From an optimization exercise on the open Yosys and OpenROAD flow, aimed at small area, a short achievable clock period and few clock cycles per item; shortcuts taken in it are not production practice.
At most, simulation tests tie the RTL to the original design; equivalence was not proved.

==> quartz <==
## mult
module mult(
      input  reset,
      input  clk,
      input  [31:0] a_in,
      input  [31:0] b_in,
      input  start,
      output logic [63:0] product,
      output logic done);
Settings: LEC_CHECK=0, CAP_MARGIN=20, CORE_MARGIN=2, CORE_UTILIZATION=40, PLACE_DENSITY=0.6, SLEW_MARGIN=20; clock period 4.0 ns.
standard.sh (not shown) runs the stock make flow with config.mk's settings and CLKGATE_MAP_FILE= SYNTH_SCRIPT=/design/flow/synth_recipe.tcl, a recipe that flattens the netlist after the stock synthesis.
==> flow/flow/run.sh <==
#!/bin/bash
export SYNTH_ARGS="-noabc"
export ADDER_MAP_FILE=
export BUFFER_PORTS_ARGS="-buffer_cell sky130_fd_sc_hd__buf_1"
bash standard.sh > standard.log 2>&1
==> harbor (differences from quartz) <==
--- a/flow/design.v
+++ b/flow/design.v
@@ -4,30 +4,38 @@
       input  [31:0] a_in,
       input  [31:0] b_in,
       input  start,
       output logic [63:0] product,
       output logic done);
-  logic busy;
+  logic busy;                
+  logic selb;                
   logic [1:0] cnt;
-  logic [31:0] sw, cw;       
-  logic [10:0] ls, lc;       
+  logic [31:0] sw, cw;     
+  logic [10:0] ls, lc;     
   logic [21:0] l;          
-  wire [10:0] bsel = busy ? l[10:0] : b_in[10:0];
-  wire [31:0] ws = busy ? sw : 32'd0;
-  wire [31:0] wc = busy ? cw : 32'd0;
+  wire [10:0] bsel = selb ? l[10:0] : b_in[10:0];
+  logic selc;                
+  wire [10:0] bselc = selc ? l[10:0] : b_in[10:0];
+  logic seld;                
+  wire [10:0] bseld = seld ? l[10:0] : b_in[10:0];
+  logic sele;                
+  wire [10:0] bsele = sele ? l[10:0] : b_in[10:0];
+  wire [31:0] ws = sw & {32{busy}};
+  wire [31:0] wc = cw & {32{busy}};
+  wire [11:0] lres = ls + lc;
   wire cyi = busy & lres[11];   
-  wire [31:0] pp0 = a_in & {32{bsel[0]}};
-  wire [31:0] pp1 = a_in & {32{bsel[1]}};
-  wire [31:0] pp2 = a_in & {32{bsel[2]}};
-  wire [31:0] pp3 = a_in & {32{bsel[3]}};
-  wire [31:0] pp4 = a_in & {32{bsel[4]}};
-  wire [31:0] pp5 = a_in & {32{bsel[5]}};
-  wire [31:0] pp6 = a_in & {32{bsel[6]}};
-  wire [31:0] pp7 = a_in & {32{bsel[7]}};
-  wire [31:0] pp8 = a_in & {32{bsel[8]}};
-  wire [31:0] pp9 = a_in & {32{bsel[9]}};
-  wire [31:0] pp10 = a_in & {32{bsel[10]}};
+  wire [31:0] pp0 = a_in & {{8{bsele[0]}}, {8{bseld[0]}}, {8{bselc[0]}}, {8{bsel[0]}}};
+  wire [31:0] pp1 = a_in & {{8{bsele[1]}}, {8{bseld[1]}}, {8{bselc[1]}}, {8{bsel[1]}}};
+  wire [31:0] pp2 = a_in & {{8{bsele[2]}}, {8{bseld[2]}}, {8{bselc[2]}}, {8{bsel[2]}}};
+  wire [31:0] pp3 = a_in & {{8{bsele[3]}}, {8{bseld[3]}}, {8{bselc[3]}}, {8{bsel[3]}}};
+  wire [31:0] pp4 = a_in & {{8{bsele[4]}}, {8{bseld[4]}}, {8{bselc[4]}}, {8{bsel[4]}}};
+  wire [31:0] pp5 = a_in & {{8{bsele[5]}}, {8{bseld[5]}}, {8{bselc[5]}}, {8{bsel[5]}}};
+  wire [31:0] pp6 = a_in & {{8{bsele[6]}}, {8{bseld[6]}}, {8{bselc[6]}}, {8{bsel[6]}}};
+  wire [31:0] pp7 = a_in & {{8{bsele[7]}}, {8{bseld[7]}}, {8{bselc[7]}}, {8{bsel[7]}}};
+  wire [31:0] pp8 = a_in & {{8{bsele[8]}}, {8{bseld[8]}}, {8{bselc[8]}}, {8{bsel[8]}}};
+  wire [31:0] pp9 = a_in & {{8{bsele[9]}}, {8{bseld[9]}}, {8{bselc[9]}}, {8{bsel[9]}}};
+  wire [31:0] pp10 = a_in & {{8{bsele[10]}}, {8{bseld[10]}}, {8{bselc[10]}}, {8{bsel[10]}}};
   wire s1 = wc[7] ^ ws[7];
   wire c2 = wc[7] & ws[7];
   wire s3 = wc[8] ^ ws[8] ^ pp0[8];
   wire c4 = (wc[8] & ws[8]) | (wc[8] & pp0[8]) | (ws[8] & pp0[8]);
   wire s5 = pp1[7] ^ pp2[6];
@@ -732,11 +740,10 @@
   wire c704 = (c540 & s621) | (c540 & c620) | (s621 & c620);
   wire s705 = pp10[31] ^ c622;
   wire c706 = pp10[31] & c622;
   wire [42:0] r0 = {c706, s705, s703, s701, s699, s697, s695, c692, c690, c688, c686, c684, c682, c680, c678, c676, c674, c672, c670, c668, c666, c664, c662, c660, c658, c656, c654, c652, c650, c648, c646, c644, c642, c640, c638, c636, c634, c632, c630, c628, c626, c624, pp0[0]};
   wire [42:0] r1 = {1'b0, c704, c702, c700, c698, c696, c694, s693, s691, s689, s687, s685, s683, s681, s679, s677, s675, s673, s671, s669, s667, s665, s663, s661, s659, s657, s655, s653, s651, s649, s647, s645, s643, s641, s639, s637, s635, s633, s631, s629, s627, s625, s623};
-  wire [11:0] lres = ls + lc;
   always_ff @(posedge clk, posedge reset) begin
     if (reset) begin
       busy <= 1'b0;
       done <= 1'b0;
       cnt <= '0;
@@ -750,10 +757,26 @@
         done <= 1'b0;
         cnt <= cnt + 1'b1;
       end
     end
   end
+  always_ff @(posedge clk, posedge reset) begin
+    if (reset) selb <= 1'b0;
+    else selb <= (start || busy) && cnt != 2'd2;
+  end
+  always_ff @(posedge clk, posedge reset) begin
+    if (reset) selc <= 1'b0;
+    else selc <= busy ? cnt != 2'd2 : start;
+  end
+  always_ff @(posedge clk, posedge reset) begin
+    if (reset) seld <= 1'b0;
+    else seld <= (start || busy) && !cnt[1];
+  end
+  always_ff @(posedge clk, posedge reset) begin
+    if (reset) sele <= 1'b0;
+    else sele <= busy ? !cnt[1] : start;
+  end
   always_ff @(posedge clk) begin
     if (start || busy) begin
       sw <= r0[42:11];
       cw <= r1[42:11];
       ls <= r0[10:0];
==> flow/flow/run.sh (replaced) <==
#!/bin/bash
# The standard layout (standard.sh) with these changes to its synthesis:
#  - Yosys's early "abc -fast" is skipped (SYNTH_ARGS=-noabc), so extract_fa
#    sees the carry-save tree as the RTL writes it;
#  - port buffers use the smallest buffer (the resizer upsizes where needed).
# Registers, their names and the flatten/rename steps are those of synth_recipe.tcl.
set -euo pipefail
HERE=$(pwd)
export SYNTH_ARGS="-noabc"
export BUFFER_PORTS_ARGS="-buffer_cell sky130_fd_sc_hd__buf_1"
sed 's|^\( *\)extract_fa {\*}\[dont_use_extract_fa_args\]$|\1extract_fa {*}[dont_use_extract_fa_args] * w:og* w:op* %u o:product %u %ci1 %d|' \
  "$FLOW_HOME/scripts/synth.tcl" > synth_x.tcl
grep -q 'o:product %u %ci1 %d' synth_x.tcl
sed -i 's|^\( *\)log_cmd abc {\*}\$abc_args$|\1log_cmd abc {*}$lib_args {*}$lib_dont_use_args -script {+strash;map,-D,1200;buffer;upsize,-D,1200;dnsize,-D,1200} o:product %ci*:-sky130_fd_sc_hd__edfxtp_1\n\1log_cmd abc {*}$abc_args|' synth_x.tcl
grep -q -- '-script {+strash;map,-D,1200;buffer;upsize,-D,1200;dnsize,-D,1200} o:product' synth_x.tcl
sed "s|source \$::env(SCRIPTS_DIR)/synth.tcl|source $HERE/synth_x.tcl|" synth_recipe.tcl > synth_recipe_x.tcl
grep -q "source $HERE/synth_x.tcl" synth_recipe_x.tcl
sed "s|SYNTH_SCRIPT=[^ ]*|SYNTH_SCRIPT=$HERE/synth_recipe_x.tcl|" standard.sh > standard_x.sh
bash standard_x.sh synth > synth.log 2>&1
bash standard.sh > standard.log 2>&1
CORE_UTILIZATION = 55   (was 40)
CTS_BUF_LIST = sky130_fd_sc_hd__clkbuf_8   (was not set)
CTS_CLUSTER_DIAMETER = 120   (was not set)
CTS_CLUSTER_SIZE = 40   (was not set)
PLACE_DENSITY = 0.7   (was 0.6)
SETUP_SLACK_MARGIN = 0.1   (was not set)
==> ember (differences from quartz) <==
--- a/flow/design.v
+++ b/flow/design.v
@@ -4,30 +4,34 @@
       input  [31:0] a_in,
       input  [31:0] b_in,
       input  start,
       output logic [63:0] product,
       output logic done);
-  logic busy;
+  logic busy;                
+  logic selb;                
   logic [1:0] cnt;
-  logic [31:0] sw, cw;       
-  logic [10:0] ls, lc;       
+  logic [31:0] sw, cw;     
+  logic [10:0] ls, lc;     
   logic [21:0] l;          
-  wire [10:0] bsel = busy ? l[10:0] : b_in[10:0];
-  wire [31:0] ws = busy ? sw : 32'd0;
-  wire [31:0] wc = busy ? cw : 32'd0;
+  wire [10:0] bsel = selb ? l[10:0] : b_in[10:0];
+  logic selc;                
+  wire [10:0] bselc = selc ? l[10:0] : b_in[10:0];
+  wire [31:0] ws = sw & {32{busy}};
+  wire [31:0] wc = cw & {32{busy}};
+  wire [11:0] lres = ls + lc;
   wire cyi = busy & lres[11];   
-  wire [31:0] pp0 = a_in & {32{bsel[0]}};
-  wire [31:0] pp1 = a_in & {32{bsel[1]}};
-  wire [31:0] pp2 = a_in & {32{bsel[2]}};
-  wire [31:0] pp3 = a_in & {32{bsel[3]}};
-  wire [31:0] pp4 = a_in & {32{bsel[4]}};
-  wire [31:0] pp5 = a_in & {32{bsel[5]}};
-  wire [31:0] pp6 = a_in & {32{bsel[6]}};
-  wire [31:0] pp7 = a_in & {32{bsel[7]}};
-  wire [31:0] pp8 = a_in & {32{bsel[8]}};
-  wire [31:0] pp9 = a_in & {32{bsel[9]}};
-  wire [31:0] pp10 = a_in & {32{bsel[10]}};
+  wire [31:0] pp0 = a_in & {{16{bselc[0]}}, {16{bsel[0]}}};
+  wire [31:0] pp1 = a_in & {{16{bselc[1]}}, {16{bsel[1]}}};
+  wire [31:0] pp2 = a_in & {{16{bselc[2]}}, {16{bsel[2]}}};
+  wire [31:0] pp3 = a_in & {{16{bselc[3]}}, {16{bsel[3]}}};
+  wire [31:0] pp4 = a_in & {{16{bselc[4]}}, {16{bsel[4]}}};
+  wire [31:0] pp5 = a_in & {{16{bselc[5]}}, {16{bsel[5]}}};
+  wire [31:0] pp6 = a_in & {{16{bselc[6]}}, {16{bsel[6]}}};
+  wire [31:0] pp7 = a_in & {{16{bselc[7]}}, {16{bsel[7]}}};
+  wire [31:0] pp8 = a_in & {{16{bselc[8]}}, {16{bsel[8]}}};
+  wire [31:0] pp9 = a_in & {{16{bselc[9]}}, {16{bsel[9]}}};
+  wire [31:0] pp10 = a_in & {{16{bselc[10]}}, {16{bsel[10]}}};
   wire s1 = wc[7] ^ ws[7];
   wire c2 = wc[7] & ws[7];
   wire s3 = wc[8] ^ ws[8] ^ pp0[8];
   wire c4 = (wc[8] & ws[8]) | (wc[8] & pp0[8]) | (ws[8] & pp0[8]);
   wire s5 = pp1[7] ^ pp2[6];
@@ -732,11 +736,10 @@
   wire c704 = (c540 & s621) | (c540 & c620) | (s621 & c620);
   wire s705 = pp10[31] ^ c622;
   wire c706 = pp10[31] & c622;
   wire [42:0] r0 = {c706, s705, s703, s701, s699, s697, s695, c692, c690, c688, c686, c684, c682, c680, c678, c676, c674, c672, c670, c668, c666, c664, c662, c660, c658, c656, c654, c652, c650, c648, c646, c644, c642, c640, c638, c636, c634, c632, c630, c628, c626, c624, pp0[0]};
   wire [42:0] r1 = {1'b0, c704, c702, c700, c698, c696, c694, s693, s691, s689, s687, s685, s683, s681, s679, s677, s675, s673, s671, s669, s667, s665, s663, s661, s659, s657, s655, s653, s651, s649, s647, s645, s643, s641, s639, s637, s635, s633, s631, s629, s627, s625, s623};
-  wire [11:0] lres = ls + lc;
   always_ff @(posedge clk, posedge reset) begin
     if (reset) begin
       busy <= 1'b0;
       done <= 1'b0;
       cnt <= '0;
@@ -750,10 +753,18 @@
         done <= 1'b0;
         cnt <= cnt + 1'b1;
       end
     end
   end
+  always_ff @(posedge clk, posedge reset) begin
+    if (reset) selb <= 1'b0;
+    else selb <= (start || busy) && cnt != 2'd2;
+  end
+  always_ff @(posedge clk, posedge reset) begin
+    if (reset) selc <= 1'b0;
+    else selc <= busy ? cnt != 2'd2 : start;
+  end
   always_ff @(posedge clk) begin
     if (start || busy) begin
       sw <= r0[42:11];
       cw <= r1[42:11];
       ls <= r0[10:0];
==> flow/flow/run.sh (replaced) <==
#!/bin/bash
# The standard layout (standard.sh) with these changes to its synthesis:
#  - Yosys's early "abc -fast" is skipped (SYNTH_ARGS=-noabc), so extract_fa
#    sees the carry-save tree as the RTL writes it;
#  - port buffers use the smallest buffer (the resizer upsizes where needed).
# Registers, their names and the flatten/rename steps are those of synth_recipe.tcl.
set -euo pipefail
HERE=$(pwd)
export SYNTH_ARGS="-noabc"
export BUFFER_PORTS_ARGS="-buffer_cell sky130_fd_sc_hd__buf_1"
sed 's|^\( *\)extract_fa {\*}\[dont_use_extract_fa_args\]$|\1extract_fa {*}[dont_use_extract_fa_args] * w:og* w:op* %u o:product %u %ci1 %d|' \
  "$FLOW_HOME/scripts/synth.tcl" > synth_x.tcl
grep -q 'o:product %u %ci1 %d' synth_x.tcl
sed -i 's|^\( *\)log_cmd abc {\*}\$abc_args$|\1log_cmd abc {*}$lib_args {*}$lib_dont_use_args -script {+strash;map,-D,1200;buffer;upsize,-D,1200;dnsize,-D,1200} o:product %ci*:-sky130_fd_sc_hd__edfxtp_1\n\1log_cmd abc {*}$abc_args|' synth_x.tcl
grep -q -- '-script {+strash;map,-D,1200;buffer;upsize,-D,1200;dnsize,-D,1200} o:product' synth_x.tcl
sed "s|source \$::env(SCRIPTS_DIR)/synth.tcl|source $HERE/synth_x.tcl|" synth_recipe.tcl > synth_recipe_x.tcl
grep -q "source $HERE/synth_x.tcl" synth_recipe_x.tcl
sed "s|SYNTH_SCRIPT=[^ ]*|SYNTH_SCRIPT=$HERE/synth_recipe_x.tcl|" standard.sh > standard_x.sh
bash standard_x.sh synth > synth.log 2>&1
bash standard.sh > standard.log 2>&1
==> zinc (differences from quartz) <==
==> flow/flow/run.sh (replaced) <==
#!/bin/bash
export SYNTH_ARGS="-noabc"
export BUFFER_PORTS_ARGS="-buffer_cell sky130_fd_sc_hd__buf_1"
bash standard.sh > standard.log 2>&1
==> comparison table <==
Result of the run: harbor no timing/DRC/antenna violations; zinc finished with violations; ember no timing/DRC/antenna violations; quartz finished with violations
Reasons for failing layout checks: harbor -; zinc negative setup slack; ember -; quartz negative setup slack
Type of destination of the critical path: harbor register; zinc output pin; ember register; quartz output pin
Width of the chip: harbor 177.7 microns; zinc 200.1 microns; ember 207.7 microns; quartz 215.4 microns
Area used by multi-input combinational logic: harbor 12920 sq um; zinc 12670 sq um; ember 12830 sq um; quartz 14200 sq um
Post-CTS setup-driven buffer insertion count: harbor 0; zinc 11; ember 0; quartz 18
CLK BUF: harbor 17; zinc 9; ember 17; quartz 9
Routed length on met3: harbor 3.140 mm; zinc 2.318 mm; ember 1.746 mm; quartz 3.701 mm
Commonest non-fill, non-tap cell in the layout: harbor fa_1; zinc nor2b_1; ember fa_1; quartz nand2_1
Cell repeated most along the worst path: harbor fa_1; zinc -; ember fa_1; quartz buf_6
Tcrit/Tclk final: harbor 96.30%; zinc 106.4%; ember 98.83%; quartz 107.8%
Number of global-route vias before repair: harbor 12372; zinc 11107; ember 12443; quartz 15600
Met1 Usage GRT: harbor 39.85%; zinc 29.37%; ember 28.55%; quartz 29.20%
Highest net fanout along the worst path: harbor 11; zinc 2; ember 11; quartz 2
Max layer used: harbor met4; zinc met5; ember met4; quartz met4
Tot GR Track Use: harbor 29.78%; zinc 22.46%; ember 22.46%; quartz 23.24%
Netlist area before placement: harbor 16600 sq um; zinc 15380 sq um; ember 16600 sq um; quartz 17880 sq um
Testbench counts of harbor, summed over its fixed seeds: cycles 3,600, items 1,200.
Testbench counts of ember, summed over its fixed seeds: cycles 3,600, items 1,200.
Function not checked in quartz and zinc: the RTL went through the layout flow alone.

-- afterwards: timing with drivers on the ports --
Ports are ideal in the flow. The routed layouts listed here were re-timed in OpenROAD.
Step 1, drivers: a clkbuf_16 drives clk and a buf_2 each remaining input, both assumed.
Step 2 also shifts input and output timing later by t, the mid clock arrival at the registers, as if the neighbouring blocks saw the same clock.
Slacks: ideal / step 1 / step 2; pairs: ideal / step 1.
run	shift t [ns]	setup slack, ns	worst setup path after step 2	latest minus earliest clock arrival (ns)
quartz	0.444	-0.313 / -0.362 / 0.081	register to output	0.013 / 0.013
harbor	0.510	0.148 / 0.148 / -0.301	input to register	0.027 / 0.027
ember	0.490	0.047 / 0.047 / -0.317	input to register	0.017 / 0.017
zinc	0.436	-0.257 / -0.306 / -0.194	input to register	0.011 / 0.011
With both steps, setup timing fails in harbor and ember, where it was met with ideal ports. For harbor, which loses most, drivers alone change the setup slack by 0.000 ns; drivers and shift together by -0.449 ns.
